From an optimization exercise on the open Yosys and OpenROAD flow, aimed at small area, a short achievable clock period and few clock cycles; shortcuts taken in it are not production practice.
In this exercise RTL edits were held to simulation tests only and were not proved equivalent to the original.

==> flow/design.v, too long to show whole: its modules and the start of the top module <==
// module sqrt: 115 lines
// module mul32x25: 1490 lines
module sqrt
  #( parameter I_WIDTH = 16,
               F_WIDTH = 16)
  (input [I_WIDTH+F_WIDTH-1:0] N_in,
   output [I_WIDTH+F_WIDTH-1:0] out,
   input clk, rst, in_valid,
   output reg out_valid, ready
  );
  // ...
==> flow/run.sh <==
#!/bin/bash
# synth_recipe.tcl (not shown) runs the flow's synth.tcl, then flattens the netlist and writes it again
# the make line also repeats each setting of config.mk as NAME=value (left out here)
make -C /OpenROAD-flow-scripts/flow DESIGN_CONFIG=/design/flow/config.mk WORK_HOME=/design/flow/orfs CLKGATE_MAP_FILE= SYNTH_SCRIPT=/design/flow/synth_recipe.tcl finish
==> flow/config.mk <==
export PLATFORM = sky130hd
export DESIGN_NAME = sqrt
export DESIGN_NICKNAME = sqrt
export VERILOG_FILES = /design/flow/design.v
export SDC_FILE = /design/flow/constraint.sdc
export NUM_CORES = 4
export LEC_CHECK = 0
export CAP_MARGIN = 50
export CORE_MARGIN = 2
export CORE_UTILIZATION = 40
export CTS_CLUSTER_DIAMETER = 60
export CTS_CLUSTER_SIZE = 20
export PLACE_DENSITY = 0.6
export SLEW_MARGIN = 60
==> flow/constraint.sdc <==
create_clock -name core_clock -period 30.0 [get_ports {clk}]
set_input_delay 6.0000 -clock core_clock [delete_from_list [all_inputs] [get_ports {clk}]]
set_output_delay 6.0000 -clock core_clock [all_outputs]
set_load 0.01 [all_outputs]
==> impl_metrics.py, run 1 <==
metrics = {
    "outcome": {
        "status": "timing/DRC/antenna clean",
    },
    "synthesis": {
        "netlist_area_um2": 30200,
        "synth_largest_area_cell": "fa_1",
        "synth_mux_area_frac": 0.0182,
        "yosys-top-cells-count": "435 x inv_1, 341 x fa_1, 288 x clkbuf_1",
        "synth.most_common_cell": "inv_1",
        "async_flop_share": 0,
    },
    "worst_setup_path": {
        "critPathBufInv": 2,
        "endpoint": "out[22]",
        "criticalPathCategory": "reg2out",
        "end_kind": "output port",
        "ff2ff_path_depth": 30,
        "cp_max_fo": 22,
    },
    "finish": {
        "reg_top3": "N x32, ma x32, X x25",
        "layout_common_cells": "428 x inv_1, 341 x fa_1, 248 x xor2_1",
        "top_area_cell_class": "multi-input gates",
        "nClkBuffers": 18,
        "fin_cells": 4265,
    },
    "global_routing": {
        "grt_util_met1": 0.414,
        "grt_pass1_vias": 27612,
        "grt.busiest_layer": "met2",
        "grt_pass1_wl_um": 180000,
    },
    "clocking": {
        "clk_latency_ns": 0.46,
        "ctsResizeCount": 0,
    },
    "detailed_routing": {
        "vias_per_cell": 6.64,
        "wl_met3_um": 14100,
        "wl_met2_um": 52400,
    },
    "timing": {
        "max_slew.worst_pin.slew_ns": 0.620,
    },
    "placement": {
        "gp_congestion": 0.964,
        "place_inst": 4226,
        "placed_area_um2": 31800,
    },
    "floorplanning": {
        "initial_core_util": 0.405,
    },
}
Testbench counts, summed over its fixed seeds: cycles 35,140.
==> run 2, diff against run 1 <==
==> flow/flow/run.sh (new file) <==
#!/bin/bash
# The standard layout, with one change to synthesis: Yosys's synth runs without its quick
# abc pass (SYNTH_ARGS = -noabc). The full adders that extract_fa then finds in the multiplier's
# carry-save tree keep the polarity the RTL gives them, which saves the inverters that otherwise
# sit between them. Everything else (the final abc, registers, floorplan, power grid, placement,
# clock tree, routing) is the standard flow's.
set -euo pipefail
work="$(cd "$(dirname "$0")/.." && pwd)"
cd "$work"
echo 'export SYNTH_ARGS = -noabc' >> config.mk
bash standard.sh > "$work/standard.log" 2>&1
==> flow/standard.sh (new file) <==
#!/bin/bash
# synth_recipe.tcl (not shown) runs the flow's synth.tcl, then flattens the netlist and writes it again
# the make line also repeats each setting of config.mk as NAME=value (left out here)
make -C /OpenROAD-flow-scripts/flow DESIGN_CONFIG=/design/flow/config.mk WORK_HOME=/design/flow/orfs CLKGATE_MAP_FILE= SYNTH_SCRIPT=/design/flow/synth_recipe.tcl "${@:-finish}"
--- a/flow/config.mk
+++ b/flow/config.mk
@@ -12,3 +12,4 @@
 export CTS_CLUSTER_SIZE = 20
 export PLACE_DENSITY = 0.6
 export SLEW_MARGIN = 60
+export SYNTH_ARGS = -noabc
removed: flow/run.sh
==> run 2 against run 1 <==
  * Synthesized cell count decreased by 10%
  * Hold slack worse by 0.043 ns
  * Final area down 4.0%
  * Flip-flop and latch count is the same
  * Clock skew is 0.0060 ns lower
  * Highest routed layer is now met4
==> impl_metrics.py, run 2 <==
metrics = {
    "outcome": {
        "status": "timing/DRC/antenna clean",
    },
    "floorplanning": {
        "initial_core_util": 0.402,
        "die_w_um": 272,
        "die_y_um": 272,
        "ios": 69,
        "dieArea_um2": 73800,
        "coreArea_um2": 71200,
        "core.rowCount": 98,
    },
    "synthesis": {
        "syn-num-nets": 3620,
        "syn_inst": 3097,
        "synth_area_leaders": "fa_1 24%, xor2_1 8.7%, a22o_1 8.4%",
        "synth-warning-count": 1,
        "async_flop_share": 0,
        "synth_flop_cell": "dfxtp_1",
        "avgSynthCellArea_um2": 9.26,
        "yosysTopAreaCellShare": 0.238,
        "ys_seq_elements": 153,
        "ys_seq_area_frac": 0.133,
        "ys_types": 110,
        "yosys-top-cells-count": "341 x fa_1, 286 x xor2_1, 275 x a22o_1",
        "synth.most_common_cell": "fa_1",
        "synth_edf_count": 76,
        "netlist_area_um2": 28700,
        "synth_largest_area_cell": "fa_1",
    },
    "timing": {
        "setup_tns_ns": 0,
        "hold_viol": 0,
        "max_freq_mhz": 118,
        "setup_ws_ns": 21.51,
        "skew_ns": 0.0158,
        "finalSetupViolCount": 0,
        "rsz0062_at_grt": "no",
        "relSlewSlack": 0.575,
        "min_period_ns": 8.49,
        "slew_viol_final": 0,
        "max_slew.worst_pin.slew_ns": 0.634,
        "period_share": 0.283,
    },
    "clocking": {
        "cts.sinks": 153,
        "ctsResizeCount": 0,
        "h-tree-depth": 4,
        "clk_pin_slew_ns": 0.07,
        "tritoncts": "yes",
        "cts-root-buf": "clkbuf_16",
        "hold_buffers": 0,
        "clk_latency_ns": 0.46,
        "clk_path_buf_depth": 2,
        "cts_made_buffers": 17,
        "post_cts_buffers": 0,
    },
    "detailed_routing": {
        "met1_length_um": 44900,
        "routed.top_layer": "met4",
        "vias_per_cell": 6.94,
        "totalWireLength_um": 115000,
        "vias": 27319,
        "postRouteAntennaNets": 0,
        "wl_met3_um": 13400,
        "drt_iter0_drc": 3759,
        "wl_per_cell_um": 29.3,
        "drc": 0,
        "dr.pass1.iters": 12,
        "wl_met2_um": 50800,
    },
    "placement": {
        "dp.final_hpwl_um": 84000,
        "port_buffers": 68,
        "dp_slack_ns": 21.45,
        "gp_congestion": 0.966,
    },
    "finish": {
        "area_growth_pct": 8.68,
        "reg_top3": "N x32, ma x32, X x25",
        "final_common_cell": "fa_1",
        "nFillCells": 6854,
        "multiInputGateArea_um2": 23300,
        "nNetsFinal": 3493,
        "drive_gt1_frac": 0.101,
        "seq_area_um2": 3870,
        "layout_common_cells": "341 x fa_1, 284 x xor2_1, 275 x a22o_1",
    },
    "worst_setup_path": {
        "critPathRequiredTime_ns": 30.35,
        "end_kind": "flop",
        "start_kind": "flop",
        "critPathBufInv": 2,
        "criticalPathCategory": "reg2reg",
        "cp_max_fo": 20,
        "critPathMaxStageDelay_ns": 0.62,
        "path_delay_family": "compound AO/OA/AOI/OAI gates",
        "cp_slowest_cell": "fa_1",
        "arrival_ns": 8.83,
        "crit_top_cell": "fa_1",
    },
    "global_routing": {
        "grt-ovfl-total": 0,
        "grt_pass1_vias": 27829,
        "antenna_found_initial": 2,
        "grt_max_degree": 65,
        "grt_pass1_wl_um": 175000,
        "grt_use_total": 0.308,
    },
    "worst_hold_path": {
        "hp-class": "reg2reg",
    },
    "flow_run": {
        "drv_cap": 0,
    },
}
==> run 2: changes by cell type in the layout (fill, tap and decap cells not counted), sizes merged, moves of 56 or more <==
cell	before	now
a21oi	122	178
a221o	92	16
a22o	160	275
inv	451	127
nand2	184	112
o221ai	83	11
==> run 2: worst register-to-register path: stages (launching register included) <==
cell	delay [ns]
dfxtp_1	0.44
buf_4	0.43
clkinv_1	0.58
a22oi_1	0.32
a21oi_1	0.14
fa_1	0.62
fa_1	0.46
fa_1	0.46
fa_1	0.50
fa_1	0.50
ha_1	0.39
a21oi_1	0.18
o22ai_1	0.10
nor2_1	0.21
o21ai_0	0.12
nand2_1	0.10
a31oi_1	0.20
o41ai_2	0.50
o21ai_0	0.23
or4_1	0.49
o2111a_1	0.19
o21a_1	0.20
o21a_1	0.24
o41ai_2	0.34
o21bai_1	0.14
xnor2_1	0.14
a22o_1	0.19
==> run 2: cell families after synthesis <==
group | synth area share
xor+xnor | 0.101
fa+ha+maj | 0.302
buf+inv | 0.0632
mux | 0.0131
compound gates | 0.292
simple gates | 0.0949
flops | 0.133
==> run 2: layer usage <==
metal | up-vias | global-route usage
met5 | - | 0
met3 | 412 | 0.0712
met2 | 1976 | 0.469
met4 | 0 | 0.152
met1 | 13580 | 0.411
li1 | 11351 | -
==> run 2: layout make-up <==
type | count | area share
inverter | 138 | 0.0166
antenna | 1 | 0.0000803
clock buffer | 17 | 0.0137
clock inverter | 15 | 0.00414
timing repair buffer | 187 | 0.0537
multi-input combinational | 2473 | 0.749
sequential | 153 | 0.124
tap | 950 | 0.0382
==> run 2: path summary, 6_finish.rpt <==
check | startpoint | end | slack [ns] | depth (start not counted)
max | ma[8]$_DFF_P_ | ma[31]$_DFF_P_ | 21.51 | 26
min | st_f$_SDFF_PP0_ | out_valid$_SDFF_PP0_ | 0.50 | 1
max reg2reg | ma[8]$_DFF_P_ | ma[31]$_DFF_P_ | 21.51 | 26
min reg2reg | st_f$_SDFF_PP0_ | out_valid$_SDFF_PP0_ | 0.50 | 1
==> run 2: per-stage QoR <==
step | cell area, um^2 | hold slack, ns | cells | utilization
6_report | 31200 | 0.502 | 3934 | 0.437
2_1_floorplan | 28700 | 0.439 | 3097 | -
5_1_grt | 31200 | 0.504 | 3933 | 0.437
3_5_place_dp | 30400 | 0.490 | 3897 | 0.427
4_1_cts | 31000 | 0.503 | 3929 | 0.435
3_3_place_gp | 30000 | 0.495 | 3876 | 0.421

## afterwards: timing with drivers on the ports
The flow's constraints put no driver on any port. The routed layouts listed below were extracted and timed again, unchanged, in two steps.
Step 1: set_driving_cell puts a clkbuf_16 on clk and a buf_2 on each other input, an assumption about the parent block.
Step 2 also shifts input and output timing later by t, the mid clock arrival at the registers, as if the neighbouring blocks saw the same clock.
Three values: ideal, step 1, step 2; two values: the first two.
run	shift t [ns]	setup slack, ns	clock arrival spread, ns	worst data-port slew with drivers (ns)
run 1	0.507	21.730 / 21.673 / 21.762	0.022 / 0.022	0.04
run 2	0.502	21.514 / 21.514 / 21.514	0.015 / 0.015	0.04
After both steps setup and hold are still met in every run listed.
